From an optimization exercise on the open Yosys and OpenROAD flow, aimed at small area; shortcuts taken in it are not production practice.
Only simulation tests tie the RTL to the original design; equivalence was not proved.
The flow treats the clock pin as an ideal source, which a real chip does not have.

==> run a <==
Design cordic_pipeline_rtl, start of the top module:
module cordic_pipeline_rtl( clock, reset, ce, angle_in, sin_out, cos_out, valid_out );
Settings: LEC_CHECK=0, CAP_MARGIN=0, CORE_MARGIN=2, CORE_UTILIZATION=70, CTS_CLUSTER_DIAMETER=100, CTS_CLUSTER_SIZE=30, GPL_TIMING_DRIVEN=1, PLACE_DENSITY=0.75, SLEW_MARGIN=0; clock period 4.5 ns.
run.sh (not shown) runs the stock make flow with config.mk's settings and CLKGATE_MAP_FILE= SYNTH_SCRIPT=/design/flow/synth_recipe.tcl, a recipe that flattens the netlist after the stock synthesis.
==> inputs of run b, as changes to run a <==
CORE_UTILIZATION = 80   (was 70)
PLACE_DENSITY = 0.85   (was 0.75)
==> notes <==
- Core utilization: run a is lower than run b (10 points).
- Between run b and run a, the lower die area is in run b (gap about 12%, measured against run a).
- In area after synthesis, run a and run b do not differ.
- Cell count: run a is larger than run b (about 2.2%).
- Between run b and run a, the lower sequential share of layout area is in run b (gap 0.16 points).
- Of run b and run a, run b has the higher non-clock buffer count (gap 7).
- Between run b and run a, the lower routed wire length is in run a (gap about 12%, measured against run a).
==> figures <==
quantity                                                                        run b                    run a
Run status                                                    complete, no violations  complete, no violations
Worst hold slack                                                             0.422 ns                 0.421 ns
Fin cells                                                                        1752                     1791
Wire length on met3                                                           1.48 mm                  1.03 mm
Filler cell count                                                                1003                     1556
Detailed Routing Iterations Pass 1                                                  6                        5
Utilization after layout                                                        0.872                    0.768
# nets final                                                                     1662                     1656
Tap cells                                                                         275                      319
Met2 routed WL                                                                17.5 mm                  15.2 mm
Via-to-Cell Ratio                                                                6.15                     5.68
Clock latency on the worst-skew pair                                          0.48 ns                  0.49 ns
Delay of the slowest cell on the worst path                                   0.61 ns                  0.53 ns
PnR worst setup slack                                                        0.149 ns                 0.210 ns
WP data required                                                              4.73 ns                  4.74 ns
Maximum number of pins on one net before global-route repair                      117                      120
Relative max-transition margin                                                  0.392                    0.401


==> inputs of run D <==
cordic_pipeline_rtl, a different RTL version from the one above (not shown whole).
## cordic_pipeline_rtl
module cordic_pipeline_rtl( clock, reset, ce, angle_in, sin_out, cos_out, valid_out );
input clock, reset, ce;
input signed [11:0] angle_in;
output signed [11:0] sin_out, cos_out;
output valid_out;
reg [3:0] valid_cnt;
always @(posedge clock)
  if (reset == 1'b0) valid_cnt <= 4'd15;
  else if (ce && valid_cnt != 4'd0) valid_cnt <= valid_cnt - 4'd1;
assign valid_out = (valid_cnt == 4'd0);
wire sg_1 = angle_in[11];
wire [10:0] u_2 = angle_in[10:0] ^ {11{sg_1}};
wire e_3 = (u_2 >= 11'd804);
wire e_4 = e_3 ? (u_2 >= 11'd1279) : (u_2 >= 11'd329);
wire e_5 = e_3 ? (e_4 ? (u_2 >= 11'd1530) : (u_2 >= 11'd1028)) : (e_4 ? (u_2 >= 11'd580) : (u_2 >= 11'd78));
wire [13:0] E_6 = {sg_1, e_3, e_4, e_5, u_2[9:0]};
reg [13:0] l1_e;
wire [10:0] d_7;
wire [9:0] k_8 = (l1_e[12] ? (l1_e[11] ? (l1_e[10] ? 10'h207 : 10'h305) : (l1_e[10] ? 10'h3fd : 10'hfb)) : (l1_e[11] ? (l1_e[10] ? 10'h1bd : 10'h2bb) : (l1_e[10] ? 10'h3b3 : 10'hb1)));
wire [9:0] w_9 = l1_e[9:0] + k_8;
wire [6:0] sv_10 = (|w_9[9:8]) ? 7'd127 : w_9[7:1];
assign d_7[0] = ~l1_e[13];
assign d_7[1] = l1_e[12] ^ l1_e[13];
assign d_7[2] = l1_e[11] ^ l1_e[13];
assign d_7[3] = l1_e[10] ^ l1_e[13];
assign d_7[4] = sv_10[6] ^ l1_e[13];
assign d_7[5] = sv_10[5] ^ l1_e[13];
assign d_7[6] = sv_10[4] ^ l1_e[13];
assign d_7[7] = sv_10[3] ^ l1_e[13];
assign d_7[8] = sv_10[2] ^ l1_e[13];
assign d_7[9] = sv_10[1] ^ l1_e[13];
assign d_7[10] = sv_10[0] ^ l1_e[13];
reg [10:0] l2_d;
reg [10:0] l3_d;
reg [10:0] l4_d;
reg [10:0] l5_d;
reg [10:0] l6_d;
reg [10:0] l7_d;
reg [10:0] l8_d;
reg [10:0] l9_d;
  ...
==> flow/config.mk <==
export PLATFORM = sky130hd
export DESIGN_NAME = cordic_pipeline_rtl
export DESIGN_NICKNAME = cordic_pipeline_rtl
export VERILOG_FILES = /design/flow/design.v
export SDC_FILE = /design/flow/constraint.sdc
export NUM_CORES = 4
export LEC_CHECK = 0
export CAP_MARGIN = 0
export CORE_MARGIN = 2
export CORE_UTILIZATION = 70
export CTS_CLUSTER_DIAMETER = 100
export CTS_CLUSTER_SIZE = 30
export GPL_TIMING_DRIVEN = 1
export PLACE_DENSITY = 0.75
export SETUP_SLACK_MARGIN = 0.1
export SLEW_MARGIN = 0
==> flow/constraint.sdc <==
create_clock -name core_clock -period 4.5 [get_ports {clock}]
set_input_delay 0.9000 -clock core_clock [delete_from_list [all_inputs] [get_ports {clock}]]
set_output_delay 0.9000 -clock core_clock [all_outputs]
set_load 0.01 [all_outputs]
standard.sh (not shown) runs the stock make flow with config.mk's settings and CLKGATE_MAP_FILE= SYNTH_SCRIPT=/design/flow/synth_recipe.tcl, a recipe that flattens the netlist after the stock synthesis.
==> flow/flow/run.sh <==
#!/bin/bash
# Own layout flow: the standard flow (standard.sh) with three changes:
#  1. the port buffers use the smallest buffer cell (buf_1);
#  2. after the standard synthesis, the combinational cells other than full adders are
#     mapped again by Yosys/ABC for area (registers and their names are untouched);
#  3. full adders are flipped in polarity (FA(~a,~b,~c) = ~FA(a,b,c)) where that
#     removes inverters.
# Each rewritten netlist is checked against the standard synthesis's netlist by
# bit-parallel random simulation of every register input and every output port; a step
# whose result fails the check is dropped.
set -uo pipefail
export BUFFER_PORTS_ARGS="-buffer_cell sky130_fd_sc_hd__buf_1"
RES="$PWD/orfs/results/sky130hd/cordic_pipeline_rtl/base"
bash standard.sh "$RES/1_2_yosys.v" > standard_synth.log 2>&1 || exit 1
cp "$RES/1_2_yosys.v" "$PWD/netlist_standard.v"
CUR="$PWD/netlist_standard.v"
ABCSCRIPT=""
if [ -f flow/remap.abc ]; then ABCSCRIPT="-script $PWD/flow/remap.abc"; fi
if python3 flow/remap.py "$CUR" "$PWD/netlist_remap.v" "$PWD" "$ABCSCRIPT" > remap.log 2>&1 \
   && python3 flow/simcheck.py "$PWD/netlist_standard.v" "$PWD/netlist_remap.v" > simcheck_remap.log 2>&1; then
  CUR="$PWD/netlist_remap.v"; echo "remap: used" >> remap.log
else
  echo "remap: dropped" >> remap.log
fi
if python3 flow/fixinv.py "$CUR" "$PWD/netlist_fixinv.v" > fixinv.log 2>&1 \
   && python3 flow/simcheck.py "$PWD/netlist_standard.v" "$PWD/netlist_fixinv.v" > simcheck_fixinv.log 2>&1; then
  CUR="$PWD/netlist_fixinv.v"; echo "fixinv: used" >> fixinv.log
else
  echo "fixinv: dropped" >> fixinv.log
fi
cp "$CUR" "$RES/1_2_yosys.v"
bash standard.sh > standard_layout.log 2>&1
==> flow/flow/remap.abc <==
strash
&get -n
&fraig -x
&put
scorr
dc2
dretime
strash
dch -f
map -a
Other scripts of this flow, unchanged in this note and not shown: flow/flow/fixinv.py, flow/flow/remap.py, flow/flow/simcheck.py
==> inputs of run K, as changes to run D <==
==> flow/flow/run.sh (replaced) <==
#!/bin/bash
# Own layout flow: the standard flow (standard.sh) with three changes:
#  1. the port buffers use the smallest buffer cell (buf_1);
#  2. after the standard synthesis, the combinational cells other than full adders are
#     mapped again by Yosys/ABC for area, with a few ABC scripts; registers and their
#     names are untouched;
#  3. full adders are flipped in polarity (FA(~a,~b,~c) = ~FA(a,b,c)) where that
#     removes inverters without adding any.
# Every rewritten netlist is checked against the standard synthesis's netlist by
# bit-parallel random simulation of every register input and every output port; the
# smallest checked netlist whose worst slack (ideal clock, no wires) is at least 0.25 ns
# (a margin for wires) is laid out; if none qualifies, the standard netlist is used.
set -uo pipefail
export BUFFER_PORTS_ARGS="-buffer_cell sky130_fd_sc_hd__buf_1"
RES="$PWD/orfs/results/sky130hd/cordic_pipeline_rtl/base"
bash standard.sh "$RES/1_2_yosys.v" > standard_synth.log 2>&1 || exit 1
cp "$RES/1_2_yosys.v" "$PWD/netlist_standard.v"
BEST="$PWD/netlist_standard.v"; BESTAREA=""
for S in default flow/abc_*.abc; do
  N=$(basename "$S" .abc)
  ARG=""; [ "$S" != default ] && ARG="-script $PWD/$S"
  mkdir -p "remap_$N"
  if python3 flow/remap.py "$PWD/netlist_standard.v" "$PWD/remap_$N/remap.v" "$PWD/remap_$N" "$ARG" > "remap_$N/remap.log" 2>&1 \
     && python3 flow/fixinv.py "$PWD/remap_$N/remap.v" "$PWD/remap_$N/fixinv.v" > "remap_$N/fixinv.log" 2>&1 \
     && python3 flow/simcheck.py "$PWD/netlist_standard.v" "$PWD/remap_$N/fixinv.v" > "remap_$N/simcheck.log" 2>&1; then
    NETLIST="$PWD/remap_$N/fixinv.v" openroad -no_init -exit flow/sta.tcl > "remap_$N/sta.log" 2>&1
    WNS=$(grep -oE "^WNS \S+" "remap_$N/sta.log" | awk '{print $2}')
    AREA=$(python3 flow/area.py "$PWD/remap_$N/fixinv.v")
    echo "$N area $AREA wns $WNS" >> choose.log
    if [ -n "$WNS" ] && python3 -c "import sys; sys.exit(0 if float('$WNS') >= 0.25 and ('$BESTAREA'=='' or float('$AREA') < float('$BESTAREA')) else 1)"; then
      BEST="$PWD/remap_$N/fixinv.v"; BESTAREA=$AREA
    fi
  else
    echo "$N failed" >> choose.log
  fi
done
echo "chosen: $BEST" >> choose.log
cp "$BEST" "$RES/1_2_yosys.v"
bash standard.sh > standard_layout.log 2>&1
==> flow/flow/abc_s3.abc (new file) <==
strash
&get -n
&fraig -x
&put
scorr
dc2
dretime
strash
&get -n
&dch -f
&nf -R 1000
&put
==> flow/flow/abc_s5.abc (new file) <==
strash
dc2
dch -f
amap
==> flow/flow/abc_s6.abc (new file) <==
strash
&get -n
&fraig -x
&put
scorr
dc2
dretime
strash
dch -f
map -a
==> flow/flow/abc_s8.abc (new file) <==
strash
&get -n
&fraig -x
&put
scorr
dc2
dretime
strash
dch -f
map -a
strash
dch -f
map -a
==> flow/flow/abc_s9.abc (new file) <==
strash
&get -n
&fraig -x
&put
scorr
dc2
dretime
strash
&get -n
&dch -f
&nf -R 1000
&put
strash
dch -f
map -a
==> flow/flow/area.py (new file) <==
#!/usr/bin/env python3
"""Total liberty cell area of a flat netlist. Usage: area.py netlist.v"""
import os, re, sys
lib = os.environ.get("FLOW_HOME", "/OpenROAD-flow-scripts/flow") + "/platforms/sky130hd/lib/sky130_fd_sc_hd__tt_025C_1v80.lib"
L = open(lib).read()
area = {m.group(1): float(m.group(2)) for m in re.finditer(r'\n    cell \("(\w+)"\) \{\s*\n(?:.*?\n)*?\s*area : ([\d.]+)', L)}
t = open(sys.argv[1]).read()
print("%.2f" % sum(area[c] for c in re.findall(r'^\s*(sky130_fd_sc_hd__\w+)\s', t, re.M)))
==> flow/flow/sta.tcl (new file) <==
# worst setup slack of a netlist with ideal clocks (used to choose among re-mapped netlists)
set flow $::env(FLOW_HOME)
read_lef $flow/platforms/sky130hd/lef/sky130_fd_sc_hd.tlef
read_lef $flow/platforms/sky130hd/lef/sky130_fd_sc_hd_merged.lef
read_liberty $flow/platforms/sky130hd/lib/sky130_fd_sc_hd__tt_025C_1v80.lib
read_verilog $::env(NETLIST)
link_design $::env(FLOW_TOP)
read_sdc $::env(FLOW_SDC)
puts "WNS [sta::worst_slack -max]"
removed: flow/flow/remap.abc
==> results.txt <==
In hold slack, run K and run D hardly differ. Sequential share of layout area: run D is higher than run K (0.51 points). Between run D and run K, the lower synthesized cell count is in run K (gap 0.70%, measured against run K). Run K finished with negative setup slack left. Run D completed with no timing, DRC or antenna violations. Against run D, the fmax of run K is lower by 3.8%. Between run D and run K, the lower die area is in run K (gap 0.35%, measured against run K). Final cell count: run K is larger than run D (0.28%).

[static timing again, ports no longer ideal]
In the flow no input, the clock included, has a driving cell. The finished layouts below were timed again as built, in two steps.
Step 1: set_driving_cell puts a clkbuf_16 on clock and a buf_2 on each other input, an assumption about the parent block.
Step 2 times the ports against the registers' clock, not the clock port: input delays grow and output delays shrink by t, the midpoint of the rising clock arrivals with the driver on.
a / b / c = no drivers / after step 1 / after step 2; a / b = the first two.
| run | t, ns | setup slack, ns | clock arrival spread, ns |
|---|---|---|---|
| run a | 0.524 | 0.210 / 0.210 / 0.210 | 0.018 / 0.017 |
| run b | 0.516 | 0.149 / 0.149 / 0.149 | 0.019 / 0.018 |
| run D | 0.523 | 0.128 / 0.128 / 0.128 | 0.023 / 0.022 |
| run K | 0.530 | -0.044 / -0.044 / -0.044 | 0.029 / 0.029 |
